From an optimization exercise on the open Yosys and OpenROAD flow, aimed at small area, a short achievable clock period and few clock cycles per item; shortcuts taken in it are not production practice. In this exercise RTL edits were held to simulation tests only and were not proved equivalent to the original.

// PointMultiplier
module PointMultiplier(point, scalar, clk, start, result, done);
Size: roughly 47 flip-flops, ~38 I/O pins, about 0.0051 mm² of cells after synthesis.
export LEC_CHECK = 0
export CAP_MARGIN = 20
export CORE_MARGIN = 2
export CORE_UTILIZATION = 55
export SETUP_SLACK_MARGIN = 3
export SLEW_MARGIN = 20
create_clock -name core_clock -period 8.0 [get_ports {clk}]
standard.sh (not shown) runs the stock make flow with config.mk's settings and CLKGATE_MAP_FILE= SYNTH_SCRIPT=/design/flow/synth_recipe.tcl, a recipe that flattens the netlist after the stock synthesis.
==> flow/flow/run.sh <==
#!/bin/bash
# Layout flow: the standard flow, except that the synthesis's final
# technology mapping (ABC) runs flow/abc.script (Yosys's default ABC script
# for a liberty library, with a relaxed delay target for area recovery)
# instead of ORFS's abc_speed/abc_area script, and the half/full-adder
# extraction is off (this design is XOR logic, not arithmetic).
# Everything before ABC (and so every register, its name and cell) is
# the standard synthesis (synth_recipe.tcl); everything after synthesis
# is standard.sh, with the port buffers that global placement inserts made
# of buf_1 cells (ORFS's BUFFER_PORTS_ARGS) instead of the resizer's pick,
# clkdlybuf4s50_1; repair_design and repair_timing still resize them.
# Logs: synth.log, layout.log.
set -euo pipefail
W=$(pwd)
export MY_ABC_D=$(cat "$W/flow/abc_d.txt" 2>/dev/null || echo 4000)
export MY_ABC_SCRIPT="$W/flow/abc.script"
make -C "$FLOW_HOME" DESIGN_CONFIG="$W/config.mk" WORK_HOME="$W/orfs" CLKGATE_MAP_FILE= \
  SYNTH_SCRIPT="$W/flow/my_synth.tcl" ADDER_MAP_FILE= synth > "$W/synth.log" 2>&1
export BUFFER_PORTS_ARGS="-buffer_cell sky130_fd_sc_hd__buf_1"
bash "$W/standard.sh" > "$W/layout.log" 2>&1
==> flow/flow/abc.script <==
strash; &get -n; &fraig -x; &put; dc2; strash; &get -n; &dch -f; &nf -R 50 {D}; &put
==> flow/flow/abc_d.txt <==
4000
==> flow/flow/my_synth.tcl <==
proc synth {args} { yosys synth -nofsm -noshare {*}$args }
# Same synthesis as synth_recipe.tcl, but the final technology mapping uses
# Yosys's default ABC script with the delay target from MY_ABC_D (ps).
proc abc {args} {
  set keep {}
  set i 0
  while {$i < [llength $args]} {
    set a [lindex $args $i]
    if {$a eq "-script" || $a eq "-D"} {
      incr i 2
      continue
    }
    lappend keep $a
    incr i
  }
  if {[info exists ::env(MY_ABC_SCRIPT)] && $::env(MY_ABC_SCRIPT) ne ""} {
    lappend keep -script $::env(MY_ABC_SCRIPT)
  }
  yosys abc {*}$keep -D [expr {[info exists ::env(MY_ABC_D)] ? $::env(MY_ABC_D) : 4000}]
}
source $::env(SCRIPTS_DIR)/synth.tcl
# left out here: clear keep_hierarchy, flatten, clean up, hide names made inside functions, write 1_2_yosys.v
Testbench counts at the start, summed over its fixed seeds: cycles 3,246, items 384.
==> next run, changes <==
==> flow/flow/abc.script (replaced) <==
strash; &get -n; &fraig -x; &put; dc2; strash; &get -n; &dch -f; &nf -R 20 {D}; &put; buffer; upsize {D}; dnsize {D}; stime -p
Maximum frequency goes up by 1.6%.
Worst setup slack improved by 0.076 ns.
Via count came out higher by 2.7%.
Synthesized area climbs by 9.4%.
Synthesized cell count went up by 6.6%.
==> next run, changes <==
==> flow/flow/abc.script (replaced) <==
strash; &get -n; &fraig -x; &put; dc2; strash; &get -n; &dch -f; &nf -R 20 {D}; &put
Settings changed: PLACE_DENSITY from default to 0.8, SETUP_SLACK_MARGIN 3 to 3.25.
After rerunning: Cell count goes down by about 2.2%; worst hold slack got worse by 0.0055 ns; final area drops by about 0.35%; worst setup slack improves by 0.16 ns; via count grows by 1.5%.

== harbor ==
Another version of the RTL of PointMultiplier (not shown whole).
For scale: ~760 cells after synthesis, about 46 flip-flops, roughly 5500 sq um of cells after synthesis.
==> flow/design.v (excerpt) <==
module PointMultiplier(point, scalar, clk, start, result, done);
export LEC_CHECK = 0
export CAP_MARGIN = 20
export CORE_MARGIN = 2
export CORE_UTILIZATION = 55
export SETUP_SLACK_MARGIN = 3.5
export SLEW_MARGIN = 20
create_clock -name core_clock -period 8.0 [get_ports {clk}]
==> flow/flow/run.sh <==
#!/bin/bash
# Layout flow: the standard flow, except that the synthesis's final
# technology mapping (ABC) runs flow/abc.script (Yosys's default ABC script
# for a liberty library, with a relaxed delay target for area recovery)
# instead of ORFS's abc_speed/abc_area script, and the half/full-adder
# extraction is off (this design is XOR logic, not arithmetic).
# Everything before ABC (and so every register, its name and cell) is
# the standard synthesis (synth_recipe.tcl); everything after synthesis
# is standard.sh. Logs: synth.log, layout.log.
set -euo pipefail
W=$(pwd)
export MY_ABC_D=$(cat "$W/flow/abc_d.txt" 2>/dev/null || echo 4000)
export MY_ABC_SCRIPT="$W/flow/abc.script"
make -C "$FLOW_HOME" DESIGN_CONFIG="$W/config.mk" WORK_HOME="$W/orfs" CLKGATE_MAP_FILE= \
  SYNTH_SCRIPT="$W/flow/my_synth.tcl" ADDER_MAP_FILE= synth > "$W/synth.log" 2>&1
bash "$W/standard.sh" > "$W/layout.log" 2>&1
==> flow/flow/abc.script <==
strash; &get -n; &fraig -x; &put; dc2; strash; &get -n; &dch -f; &nf -R 20 {D}; &put; buffer; upsize {D}; dnsize {D}; stime -p
Scripts as last shown in full above: flow/flow/abc_d.txt, flow/flow/my_synth.tcl
harbor did not stop at any stage, and its layout met the timing, DRC and antenna checks.
Testbench counts of harbor, summed over its fixed seeds: cycles 3,246, items 384.
The following lists how pepper was set up differently from harbor:
# harbor
export LEC_CHECK = 0
export CAP_MARGIN = 20
export CORE_MARGIN = 2
export CORE_UTILIZATION = 55
export SETUP_SLACK_MARGIN = 3.5
export SLEW_MARGIN = 20
create_clock -name core_clock -period 8.0 [get_ports {clk}]
# pepper
export LEC_CHECK = 0
export CAP_MARGIN = 20
export CORE_MARGIN = 2
export CORE_UTILIZATION = 55
export SETUP_SLACK_MARGIN = 4
export SLEW_MARGIN = 20
create_clock -name core_clock -period 8.0 [get_ports {clk}]
Notes after the runs:
- Taking harbor as the reference, in pepper register-to-register slack fell by 0.17 ns; TritonCTS sink count stayed essentially flat; fmax fell by 7.9 MHz.
- Per the comparison of pepper with harbor, total stage count of the critical path grew by 2, met3 layer wire length in the routed design grew by about 70%, detailed-placement wirelength estimate shrank by 0.49%, netlist area before placement held steady.
Edits applied to the flow inputs when going from pepper to cedar:
# pepper
export LEC_CHECK = 0
export CAP_MARGIN = 20
export CORE_MARGIN = 2
export CORE_UTILIZATION = 55
export SETUP_SLACK_MARGIN = 4
export SLEW_MARGIN = 20
create_clock -name core_clock -period 8.0 [get_ports {clk}]
# cedar
export LEC_CHECK = 0
export CAP_MARGIN = 20
export CORE_MARGIN = 2
export CORE_UTILIZATION = 55
export SETUP_SLACK_MARGIN = 3
export SLEW_MARGIN = 20
create_clock -name core_clock -period 8.0 [get_ports {clk}]
-- flow/flow/run.sh --
<<< pepper, line 8
# the standard synthesis (synth_recipe.tcl); everything after synthesis
# is standard.sh. Logs: synth.log, layout.log.
set -euo pipefail
>>> cedar, line 8
# the standard synthesis (synth_recipe.tcl); everything after synthesis
# is standard.sh, with the port buffers that global placement inserts made
# of buf_1 cells (ORFS's BUFFER_PORTS_ARGS) instead of the resizer's pick,
# clkdlybuf4s50_1; repair_design and repair_timing still resize them.
# Logs: synth.log, layout.log.
set -euo pipefail
<<< pepper, line 15
  SYNTH_SCRIPT="$W/flow/my_synth.tcl" ADDER_MAP_FILE= synth > "$W/synth.log" 2>&1
bash "$W/standard.sh" > "$W/layout.log" 2>&1
>>> cedar, line 18
  SYNTH_SCRIPT="$W/flow/my_synth.tcl" ADDER_MAP_FILE= synth > "$W/synth.log" 2>&1
export BUFFER_PORTS_ARGS="-buffer_cell sky130_fd_sc_hd__buf_1"
bash "$W/standard.sh" > "$W/layout.log" 2>&1
## What came out
Each of the runs, namely cedar and pepper, reached the end of the flow and came out clean.
Finished layout cell area on cedar is ahead of pepper.
Compared with pepper, final routed wirelength across all metal layers in cedar decreased by more than a quarter.
Summary of cedar over pepper: aggregate global-route resource usage lower.
--- input diff cedar..onyx ---
# cedar
export LEC_CHECK = 0
export CAP_MARGIN = 20
export CORE_MARGIN = 2
export CORE_UTILIZATION = 55
export SETUP_SLACK_MARGIN = 3
export SLEW_MARGIN = 20
create_clock -name core_clock -period 8.0 [get_ports {clk}]
# onyx
export LEC_CHECK = 0
export CAP_MARGIN = 20
export CORE_MARGIN = 2
export CORE_UTILIZATION = 55
export PLACE_DENSITY = 0.8
export SETUP_SLACK_MARGIN = 3
export SLEW_MARGIN = 20
create_clock -name core_clock -period 8.0 [get_ports {clk}]
## What came out
- onyx completed end to end with timing, DRC and antenna clean.
- In terms of post-synthesis share of cell area spent on and, or, nand and nor gates, onyx and cedar differ only marginally.
- Non-clock buffer count: onyx vs cedar up 5
- Comparing cedar and onyx, the higher final worst-path cycle share was measured on cedar.
- The worst clock skew of cedar and that of onyx are within noise of each other.
- Cmp cedar and onyx / flop-to-flop setup slack / lower: cedar
- Routed wire length in onyx is 2.1% above cedar.
[inputs] umber vs onyx
# onyx
export LEC_CHECK = 0
export CAP_MARGIN = 20
export CORE_MARGIN = 2
export CORE_UTILIZATION = 55
export PLACE_DENSITY = 0.8
export SETUP_SLACK_MARGIN = 3
export SLEW_MARGIN = 20
create_clock -name core_clock -period 8.0 [get_ports {clk}]
# umber
export LEC_CHECK = 0
export CAP_MARGIN = 20
export CORE_MARGIN = 2
export CORE_UTILIZATION = 65
export SETUP_SLACK_MARGIN = 3
export SLEW_MARGIN = 20
create_clock -name core_clock -period 8.0 [get_ports {clk}]
Notes after the runs:
[diff] final critical delay including setup and external delays, umber relative to onyx: regression. Final cell count ended up 31 lower on umber than on onyx. umber vs onyx — wire length of the first global-routing pass dropped 900 um. Setup slack in umber is 0.0076 ns lower than in onyx.

port drivers added, routing unchanged:
The flow's constraints put no driver on any port. The routed layouts listed below were extracted and timed again, unchanged, in two steps.
Step 1, drivers: a clkbuf_16 drives clk and a buf_2 each remaining input, both assumed.
Step 2 also shifts input and output timing later by t, the mid clock arrival at the registers, as if the neighbouring blocks saw the same clock.
Slacks: no drivers / after step 1 / after step 2; pairs: no drivers / after step 1.
run	t (ns)	slack for setup (ns)	hold WS [ns]	latest minus earliest clock arrival (ns)	worst slew at a driven data input, ns
the first run of note 1	0.342	3.134 / 3.134 / 3.134	0.560 / 0.560 / 0.560	0.015 / 0.015	0.04
the second run of note 1	0.343	3.211 / 3.211 / 3.211	0.568 / 0.568 / 0.568	0.011 / 0.011	0.04
the third run of note 1	0.350	3.368 / 3.368 / 3.368	0.563 / 0.563 / 0.563	0.011 / 0.012	0.04
harbor	0.341	3.453 / 3.453 / 3.453	0.564 / 0.564 / 0.564	0.028 / 0.028	0.04
pepper	0.336	3.283 / 3.283 / 3.283	0.561 / 0.561 / 0.561	0.020 / 0.019	0.04
cedar	0.327	3.111 / 3.111 / 3.111	0.552 / 0.552 / 0.552	0.012 / 0.012	0.03
onyx	0.330	3.266 / 3.266 / 3.266	0.582 / 0.582 / 0.582	0.013 / 0.014	0.04
umber	0.325	3.259 / 3.259 / 3.259	0.589 / 0.589 / 0.589	0.010 / 0.009	0.03
After both steps every run listed still meets setup and hold.
